Context: an optimization exercise on an open-source flow, tuned for a short achievable clock period and few clock cycles. The choices shown serve that exercise and are no tape-out recipe. The RTL of this run was laid out without a check of its function. Power figures rest on the tool's default switching activity, not on a simulated workload.

<file path="flow/design.v">
module mips(input         clk, reset,
            output [31:0] pc,
            input  [31:0] instr,
            output        memwrite,
            output [31:0] memaddr,
            output [31:0] memwritedata,
            input  [31:0] memreaddata);
  reg [31:0] pc_f;
  reg [31:0] pc_o;                           
  reg        v_d;
  reg [31:0] ir_d, pcp4_d;
  reg [31:0] a_e, t_e, b_e, tgt_e;
  reg        fa_m_e, fa_r_e;                   
  reg        ft_m_e, ft_r_e;                   
  reg        fb_m_e, fb_r_e;                   
  reg        s_add_e, s_sub_e, s_and_e, s_or_e, s_slt_e;
  reg        we_e, mw_e, ld_e, cbeq_e;
  reg [4:0]  rd_e;
  reg [31:0] alu_m, wd_m, maddr_m;
  reg        el_e;                           
  reg        we_m, mw_m, ld_m;
  reg        redir;                          
  reg [31:0] tgt_m;
  reg [4:0]  rd_m;
  reg [31:0] res_w;
  reg        we_w;
  reg [4:0]  rd_w;
  reg [31:0] rf [1:31];
  localparam NB = 8;
  reg [NB-1:0] bv;
  reg [29:0]   btag [0:NB-1];
  reg [31:0]   btgt [0:NB-1];
  reg [31:0]   bword [0:NB-1];
  reg [2:0]    bptr;
  reg          pred_d, jpre_d;
  reg          wdl_e;                        
  reg [2:0]    pidx_d;
  reg [31:0]   pword_d;
  assign pc = pc_o;
  wire [31:0] pcp4_f = pc_f + 32'd4;
  reg  [NB-1:0] bhit;
  reg  [31:0]   phit_tgt, phit_word;
  reg  [2:0]    phit_idx;
  integer k;
  always @(*) begin
    phit_tgt = 32'h0; phit_word = 32'h0; phit_idx = 3'd0;
    for (k = 0; k < NB; k = k + 1) begin
      bhit[k] = bv[k] & (btag[k] == pc_f[31:2]);
      phit_tgt  = phit_tgt  | ({32{bhit[k]}} & btgt[k]);
      phit_word = phit_word | ({32{bhit[k]}} & bword[k]);
      phit_idx  = phit_idx  | ({3{bhit[k]}} & k[2:0]);
    end
  end
  wire pred_f = |bhit;
  wire jpre_f = (instr[31:26] == 6'b000010) & ~pred_f;
  wire [31:0] jtgt_f = {pcp4_f[31:28], instr[25:0], 2'b00};
  wire [5:0] op = ir_d[31:26];
  wire [5:0] fn = ir_d[5:0];
  wire [4:0] rs = ir_d[25:21];
  wire [4:0] rt = ir_d[20:16];
  wire [4:0] rdf = ir_d[15:11];
  wire is_r    = (op == 6'b000000);
  wire is_lw   = (op == 6'b100011);
  wire is_sw   = (op == 6'b101011);
  wire is_beq  = (op == 6'b000100);
  wire is_addi = (op == 6'b001000) | (op == 6'b001001);
  wire is_ori  = (op == 6'b001101);
  wire is_lui  = (op == 6'b001111);
  wire is_j    = (op == 6'b000010);
  wire f_add = is_r & (fn[5:1] == 5'b10000);
  wire f_sub = is_r & (fn[5:1] == 5'b10001);
  wire f_and = is_r & (fn == 6'b100100);
  wire f_or  = is_r & (fn == 6'b100101);
  wire f_slt = is_r & (fn == 6'b101010);
  wire ubeq = is_beq & (rs == rt);             
  wire cbeq = is_beq & (rs != rt);             
  wire use_rs = is_r | is_lw | is_sw | cbeq | is_addi | is_ori | is_lui;
  wire use_rt = is_r | is_sw | cbeq;
  wire use_imm = is_lw | is_sw | is_addi | is_ori | is_lui;
  wire [4:0] dst = is_r ? rdf : rt;
  wire writes = (is_r | is_lw | is_addi | is_ori | is_lui) & (dst != 5'd0);
  wire [31:0] sext = {{16{ir_d[15]}}, ir_d[15:0]};
  wire [31:0] imm_d = is_lui ? {ir_d[15:0], 16'h0} :
                      is_ori ? {16'h0, ir_d[15:0]} : sext;
  wire [31:0] btgt_d = pcp4_d + {sext[29:0], 2'b00};
  wire [31:0] jtgt_d = {pcp4_d[31:28], ir_d[25:0], 2'b00};
  wire [31:0] rf_rs = (rs == 5'd0) ? 32'h0 : (we_w & (rd_w == rs)) ? res_w : rf[rs];
  wire [31:0] rf_rt = (rt == 5'd0) ? 32'h0 : (we_w & (rd_w == rt)) ? res_w : rf[rt];
  wire rs_e = we_e & (rd_e == rs);
  wire rs_m = we_m & (rd_m == rs);
  wire rt_e = we_e & (rd_e == rt);
  wire rt_m = we_m & (rd_m == rt);
  wire [31:0] res_m = ld_m ? memreaddata : alu_m;
  wire [31:0] v_rs = rs_m ? res_m : rf_rs;
  wire [31:0] v_rt = rt_m ? res_m : rf_rt;
  wire wdl = is_sw & ld_e & rt_e;              
  wire memop_e = ld_e | mw_e;
  wire el = is_lw & (rs == 5'd0) & ~memop_e;
  wire stall_h = v_d & ld_e & ((use_rs & rs_e) | (use_rt & ~is_sw & rt_e));
  wire [31:0] fa = ({32{fa_m_e}} & alu_m) | ({32{fa_r_e}} & a_e);
  wire [31:0] ft = ({32{ft_m_e}} & alu_m) | ({32{ft_r_e}} & t_e);
  wire [31:0] fb = ({32{fb_m_e}} & alu_m) | ({32{fb_r_e}} & b_e);
  wire [31:0] sum, diff;
  ksadd add_u (.a(fa), .b(fb),  .cin(1'b0), .y(sum));
  ksadd sub_u (.a(fa), .b(~fb), .cin(1'b1), .y(diff));
  wire [31:0] alu  = ({32{el_e}} & memreaddata) | ({32{s_add_e}} & sum) | ({32{s_sub_e}} & diff) |
                     ({32{s_and_e}} & (fa & fb)) | ({32{s_or_e}} & (fa | fb)) |
                     {31'h0, s_slt_e & diff[31]};
  wire taken_e = cbeq_e & (fa == ft);
  wire uncond = is_j | ubeq;
  wire pred_ok = pred_d & (ir_d == pword_d);
  wire id_redirect = v_d & (pred_d ? ~pred_ok : (uncond & ~jpre_d));
  wire btb_wr = v_d & uncond & ~pred_ok & ~jpre_d;
  wire stall = stall_h & ~redir;
  wire flush_d = redir | id_redirect;          
  wire bubble_e = redir | stall_h | ~v_d;      
  assign memaddr = maddr_m;
  assign memwritedata = wd_m;
  assign memwrite = mw_m;
  always @(posedge clk or posedge reset)
    if (reset) begin
      pc_f <= 32'h0;
      v_d <= 1'b0;
      bv <= {NB{1'b0}};
      bptr <= 3'd0;
      we_e <= 1'b0; mw_e <= 1'b0; ld_e <= 1'b0; cbeq_e <= 1'b0; el_e <= 1'b0;
      we_m <= 1'b0; redir <= 1'b0;
      we_w <= 1'b0;
    end else begin
      if (redir)            pc_f <= tgt_m;
      else if (stall)       pc_f <= pc_f;
      else if (id_redirect) pc_f <= ~uncond ? pcp4_d : is_j ? jtgt_d : btgt_d;
      else if (pred_f)      pc_f <= phit_tgt;
      else if (jpre_f)      pc_f <= jtgt_f;
      else                  pc_f <= pcp4_f;
      if (btb_wr) begin
        bv[pred_d ? pidx_d : bptr] <= 1'b1;
        if (!pred_d) bptr <= bptr + 3'd1;
      end
      if (flush_d)    v_d <= 1'b0;
      else if (!stall) v_d <= 1'b1;
      we_e   <= ~bubble_e & writes;
      mw_e   <= ~bubble_e & is_sw;
      ld_e   <= ~bubble_e & is_lw & ~el;
      el_e   <= ~bubble_e & el;
      cbeq_e <= ~bubble_e & cbeq;
      we_m <= we_e & ~redir;
      redir <= taken_e & ~redir;
      we_w <= we_m;
    end
  always @(posedge clk) begin
    if (reset) begin
      pc_o <= 32'h0;
      mw_m <= 1'b0;
    end else begin
      if (redir)            pc_o <= tgt_m;
      else if (stall)       pc_o <= pc_f;
      else if (id_redirect) pc_o <= ~uncond ? pcp4_d : is_j ? jtgt_d : btgt_d;
      else if (pred_f)      pc_o <= phit_tgt;
      else if (jpre_f)      pc_o <= jtgt_f;
      else                  pc_o <= pcp4_f;
      mw_m <= mw_e & ~redir;
    end
    if (!stall_h) begin
      ir_d   <= instr;
      pcp4_d <= pcp4_f;
      pred_d <= pred_f;
      jpre_d <= jpre_f;
      pidx_d <= phit_idx;
      pword_d <= phit_word;
    end
    if (btb_wr) begin
      btag[pred_d ? pidx_d : bptr]  <= pcp4_d[31:2] - 30'd1;
      btgt[pred_d ? pidx_d : bptr]  <= is_j ? jtgt_d : btgt_d;
      bword[pred_d ? pidx_d : bptr] <= ir_d;
    end
    a_e   <= v_rs;
    t_e   <= v_rt;
    b_e   <= use_imm ? imm_d : v_rt;
    tgt_e <= btgt_d;
    wdl_e <= wdl;
    rd_e  <= dst;
    fa_m_e <= rs_e;
    fa_r_e <= ~rs_e;
    ft_m_e <= rt_e;
    ft_r_e <= ~rt_e;
    fb_m_e <= ~use_imm & rt_e;
    fb_r_e <= use_imm | ~rt_e;
    s_add_e <= f_add | (is_lw & ~el) | is_sw | is_addi | is_lui;
    s_sub_e <= f_sub;
    s_and_e <= f_and;
    s_or_e  <= f_or | is_ori;
    s_slt_e <= f_slt;
    alu_m <= alu;
    tgt_m <= tgt_e;
    maddr_m <= (~bubble_e & el) ? sext : sum;
    wd_m  <= wdl_e ? memreaddata : ft;
    ld_m  <= ld_e;
    rd_m  <= rd_e;
    res_w <= res_m;
    rd_w  <= rd_m;
    if (we_w) rf[rd_w] <= res_w;
  end
endmodule
module ksadd(input  [31:0] a, b,
             input         cin,
             output [31:0] y);
  wire [31:0] p0 = a ^ b;
  wire [31:0] g0 = (a & b) | {31'h0, p0[0] & cin};
  wire [31:0] g1, p1, g2, p2, g3, p3, g4, p4, g5, p5;
  assign g1 = g0 | (p0 & {g0[30:0], 1'b0});
  assign p1 = p0 & {p0[30:0], 1'b0};
  assign g2 = g1 | (p1 & {g1[29:0], 2'b0});
  assign p2 = p1 & {p1[29:0], 2'b0};
  assign g3 = g2 | (p2 & {g2[27:0], 4'b0});
  assign p3 = p2 & {p2[27:0], 4'b0};
  assign g4 = g3 | (p3 & {g3[23:0], 8'b0});
  assign p4 = p3 & {p3[23:0], 8'b0};
  assign g5 = g4 | (p4 & {g4[15:0], 16'b0});
  assign y = p0 ^ {g5[30:0], cin};
endmodule
</file>
<file path="flow/flow/run.sh">
#!/bin/bash
set -eo pipefail
TARGET_NS=${TARGET_NS:-3.3}
export SETUP_SLACK_MARGIN=$(python3 -c "print(round($FLOW_PERIOD_NS - $TARGET_NS, 3))")
echo "SETUP_SLACK_MARGIN=$SETUP_SLACK_MARGIN" > run_settings.log
cp standard.sh standard_sh.txt
bash standard.sh > standard.log 2>&1
</file>
<file path="flow/standard.sh">
#!/bin/bash
# synth_recipe.tcl (not shown) runs the flow's synth.tcl, then flattens the netlist and writes it again
# the make line also repeats each setting of config.mk as NAME=value (left out here)
make -C /OpenROAD-flow-scripts/flow DESIGN_CONFIG=/design/flow/config.mk WORK_HOME=/design/flow/orfs CLKGATE_MAP_FILE= SYNTH_SCRIPT=/design/flow/synth_recipe.tcl "${@:-finish}"
</file>
<file path="flow/config.mk">
export PLATFORM = sky130hd
export DESIGN_NAME = mips
export DESIGN_NICKNAME = mips
export VERILOG_FILES = /design/flow/design.v
export SDC_FILE = /design/flow/constraint.sdc
export NUM_CORES = 4
export LEC_CHECK = 0
export ABC_CLOCK_PERIOD_IN_PS = 2500
export CAP_MARGIN = 20
export CORE_MARGIN = 2
export CORE_UTILIZATION = 50
export SLEW_MARGIN = 20
</file>
<file path="flow/constraint.sdc">
create_clock -name core_clock -period 10.5 [get_ports {clk}]
set_input_delay 2.1000 -clock core_clock [delete_from_list [all_inputs] [get_ports {clk}]]
set_output_delay 2.1000 -clock core_clock [all_outputs]
set_load 0.01 [all_outputs]
</file>
==> impl_metrics.py <==
metrics = {
    "global_route": {
        "grtUsageMet3_pct": 6.98,
        "grt_start_max_net_pins": 63,
        "busiest_layer": "met2",
        "use_met2_pct": 52.9,
        "gr-usage-all-layers_pct": 34.4,
        "antenna_found_initial": 18,
        "grt_pass1_vias": 64700,
        "use_met1_pct": 46.9,
        "overflow": 0,
        "global_route_wire_length_before_repair_um": 495000,
    },
    "job": {
        "maxCapViolations": 0,
    },
    "placement": {
        "gpl.final_weighted_congestion": 0.953,
        "placement.io_buffers": 162,
        "post-place-cells": 9067,
        "dp_hpwl_um": 197000,
    },
    "drt": {
        "vias_per_cell": 6.73,
        "dr.first_iter.drc_count": 9962,
        "wirelength_um": 361000,
        "wl_per_cell_um": 36.2,
        "vias": 67100,
        "drcViolationCount": 0,
        "number_of_search_and_repair_iterations_in_the_first_detailed_routing_pass": 8,
        "ant_nets": 0,
    },
    "worst_setup_path": {
        "worst-path-max-fanout": 8,
        "critPathCaptureType": "flop",
        "family_of_cells_with_the_greatest_summed_delay_on_the_critical_path": "compound AO/OA/AOI/OAI gates",
        "critical_path_arrival_ns": 4.43,
        "timing.critical_path.from_type": "flop",
        "crit_start": "fa_m_e$_DFF_P_",
        "crit_path_top_delay_cell": "sky130_fd_sc_hd__dfxtp_4",
        "worst_setup_slack_for_register_to_register_paths_ns": 6.84,
        "worst-endpoint-required_ns": 11.27,
        "worstPathCellList": "buf_12 > buf_16 > a22oi_2 > inv_2 > buf_4 > ha_4 > nand2b_4 > o311ai_4 > a311oi_4 > o21ai_2 > a31o_4 > o211ai_1 > a21oi_2 > o311ai_2 > buf_4 > a21oi_1 > a22o_1",
        "buffering_stage_count_on_the_worst_path_with_inverters_included": 5,
        "critPathMaxStageDelay_ns": 0.36,
        "critical_path.reg2reg.startpoint": "fa_m_e$_DFF_P_",
        "cp_common_cell": "sky130_fd_sc_hd__buf_4",
        "path_class": "flop to flop",
    },
    "floorplanning": {
        "chipHeight_um": 452,
        "chipWidth_um": 452,
        "core_area_um2": 200000,
        "initial_core_util_pct": 50.3,
        "io-pin-count": 163,
        "fp.dieArea_um2": 204000,
        "fp-row-count": 164,
    },
    "synthesis": {
        "ys_async_sr_fraction_pct": 2.30,
        "synth_cell_type_count": 91,
        "number_of_enable_flip_flop_cells_after_synthesis": 1845,
        "synth_compound_gate_area_share_pct": 8.36,
        "synthMuxAreaShare_pct": 14.8,
        "yosysSeqAreaShare_pct": 63.6,
        "syn-cell-area_um2": 100000,
        "synth_adder_area_share_pct": 1.68,
        "post_synth.cell_area_avg_um2": 15.4,
        "dominant_combinational_cell_family_by_area_after_synthesis": "multiplexers",
        "synthSimpleGateAreaFrac_pct": 4.89,
        "synthesis.instances": 6519,
        "dominantRegCellSynth": "sky130_fd_sc_hd__edfxtp_1",
        "ys_seq_elements": 2256,
        "syn-num-nets": 6718,
        "yosysWarningCount": 1,
        "xor_xnor_portion_of_the_synthesized_cell_area_pct": 3.94,
    },
    "final_layout": {
        "area.growth.synth_to_final_pct": 23.0,
        "final_layout_size_suffix_gt1_share_pct": 32.5,
        "final_cells": 9972,
        "layout.nets": 7305,
    },
    "sta": {
        "finalHoldViolations": 0,
        "slew_headroom_pct": 20.3,
        "rsz_0062_raised_after_global_routing": "yes",
        "final_period_utilization_pct": 34.8,
        "holdWs_ns": 0.309,
        "fin_skew_ns": 0.0381,
        "report.final.setup_viol": 0,
        "period_needed_ns": 3.66,
        "fmax_mhz": 273,
        "total_negative_slack_for_setup_checks_ns": 0,
        "slew_violations": 0,
        "worst_slew_pin_slew_ns": 1.19,
    },
    "clocking": {
        "clk_root_buffer_cell": "sky130_fd_sc_hd__clkbuf_16",
        "clock-sinks": 2256,
        "cts_max_path_buffers": 3,
        "clk_latency_ns": 0.90,
        "cts_inserted_buffers": 232,
        "cts_tree": "built",
        "hold_buf_cts": 0,
        "clock_transition_at_the_register_clock_pins_on_the_worst_setup_and_hold_paths_after_cts_ns": 0.06,
        "cts_htree_levels": 4,
    },
    "power": {
        "leakagePower_nw": 43.3,
        "worst_ir_drop_vdd_v": 0.000197,
        "power-per-cell-area_nw_per_um2": 204,
        "p_total_mw": 25.2,
    },
    "worst_hold_path": {
        "worstHoldPathType": "flop to flop",
        "min_from": "tgt_e[31]$_DFF_P_",
    },
    "status": {
        "outcome": "finished clean",
    },
}
## state kept, by name (all words and copies together) (netlist names), 240 cells and up, named ones only
signal and count:
bword 256, rf 992, btgt 256, btag 240
## routing by layer
layer	vias up	part of all wire (%)	wire length [um]
met5	-	0.020	71
met4	10	6.2	22300
met3	931	10	37800
met2	4304	45	164000
met1	34700	38	137000
li1	27100	-	-
## Yosys cell counts (44+ instances only)
master | instances | area (um2)
sky130_fd_sc_hd__mux4_2 | 541 | 12200
sky130_fd_sc_hd__dfrtp_1 | 52 | 1300
sky130_fd_sc_hd__a22oi_1 | 135 | 1010
sky130_fd_sc_hd__ha_1 | 130 | 1630
sky130_fd_sc_hd__a222oi_1 | 128 | 1280
sky130_fd_sc_hd__nand2_1 | 223 | 837
sky130_fd_sc_hd__mux2i_1 | 230 | 2300
sky130_fd_sc_hd__o21ai_0 | 123 | 616
sky130_fd_sc_hd__nor3_1 | 45 | 225
sky130_fd_sc_hd__buf_1 | 91 | 342
sky130_fd_sc_hd__nor4_1 | 61 | 382
sky130_fd_sc_hd__inv_1 | 197 | 739
sky130_fd_sc_hd__nor2_1 | 343 | 1290
sky130_fd_sc_hd__clkbuf_1 | 257 | 965
sky130_fd_sc_hd__dfxtp_1 | 359 | 7190
sky130_fd_sc_hd__a21oi_1 | 301 | 1510
sky130_fd_sc_hd__a211oi_1 | 123 | 923
sky130_fd_sc_hd__nand3_1 | 98 | 490
sky130_fd_sc_hd__a21o_1 | 44 | 330
sky130_fd_sc_hd__buf_2 | 61 | 305
sky130_fd_sc_hd__xor2_1 | 229 | 2010
sky130_fd_sc_hd__nand4_1 | 56 | 350
sky130_fd_sc_hd__xnor2_1 | 223 | 1950
sky130_fd_sc_hd__edfxtp_1 | 1845 | 55400
sky130_fd_sc_hd__o22ai_1 | 73 | 457
## path summary, 6_finish.rpt
check / to / cells past startpoint
min reg2reg: tgt_m[31]$_DFF_P_ / 0
min in group asynchronous: pc_f[1]$_DFF_PP0_ / 2
max: alu_m[29]$_DFF_P_ / 17
max in group asynchronous: redir$_DFF_PP0_ / 3
min: tgt_m[31]$_DFF_P_ / 0
max reg2reg: alu_m[29]$_DFF_P_ / 17
## stage by stage
stage               area (um2)  setup slack [ns]  util [%]
finish                  124000              6.84      61.9
global placement        106000              5.22      52.9
CTS                     120000              6.84      60.3
detailed placement      106000              5.17      52.9
floorplan               101000              6.65         -
global route            124000              6.81      61.9
## cell usage in the layout, fill, tap and decap left out, types with 195 or more instances in the layout
cell / count
sky130_fd_sc_hd__xor2_1: 205
sky130_fd_sc_hd__clkbuf_16: 249
sky130_fd_sc_hd__buf_4: 377
sky130_fd_sc_hd__mux2i_1: 221
sky130_fd_sc_hd__nand2_1: 201
sky130_fd_sc_hd__nor2_1: 275
sky130_fd_sc_hd__mux4_2: 541
sky130_fd_sc_hd__edfxtp_1: 1845
sky130_fd_sc_hd__dfxtp_1: 239
sky130_fd_sc_hd__xnor2_1: 195
sky130_fd_sc_hd__a21oi_1: 237
## timing repair
action	4_1_cts	5_1_grt
pin swaps	151	176
endpoints found under the hold margin	0	0
resized for setup	1227	413
setup buffers	268	125
setup endpoints to repair	1427	744
gates cloned	54	14
## cell families after synthesis
kind of cell,Yosys count
buffers and inverters,649
AOI/OAI and AO/OA,1203
xor gates and xnor gates,452
DFF,2256
muxes,809
and+or+nand+nor,1017
adders and majority gates,133
## where the power goes
group          switching [mW]  leakage (nW)  internal (mW)
clock network            3.60          3.83           4.95
logic                    3.06          18.8           2.15
registers               0.708          20.6           10.7
total                    7.37          43.3           17.8
## layout make-up
| class | count | area (um2) |
|---|---|---|
| fillers | 14500 | 76100 |
| flip-flops and latches | 2256 | 64200 |
| multi-input cells | 3620 | 37900 |
| repair buffers | 789 | 9310 |
| clock buffers | 310 | 6370 |
| well taps | 2656 | 3320 |
| clock inverters | 129 | 1500 |
| inverters | 201 | 820 |
| repair inverters | 6 | 93.8 |
| diodes | 5 | 12.5 |

## static timing again, ports no longer ideal
The results above use ideal ports. As a check the final layout listed here was re-extracted and re-timed, cells and wires unchanged.
Step 1 (the two cells are an assumption about what drives the block):
set clk [get_ports {clk}]
set_driving_cell -lib_cell sky130_fd_sc_hd__clkbuf_16 $clk
set_driving_cell -lib_cell sky130_fd_sc_hd__buf_2 [delete_from_list [all_inputs] $clk]
Step 2 moves the port delays by t, midway between the first and last clock arrival at a register: inputs arrive t later, outputs are due t later. That takes back most of the time a late clock gives input paths.
Slacks: no drivers / after step 1 / after step 2; pairs: no drivers / after step 1.
t, ns: 0.970
setup slack, ns: 6.841 / 6.841 / 6.257
latest minus earliest clock arrival (ns): 0.043 / 0.042
worst slew at a driven data input, ns: 0.06
cell pins on the clock port's net: 1
After both steps setup and hold are still met in this run. The setup slack of this run moves by 0.000 ns with the drivers and by -0.584 ns with both steps.
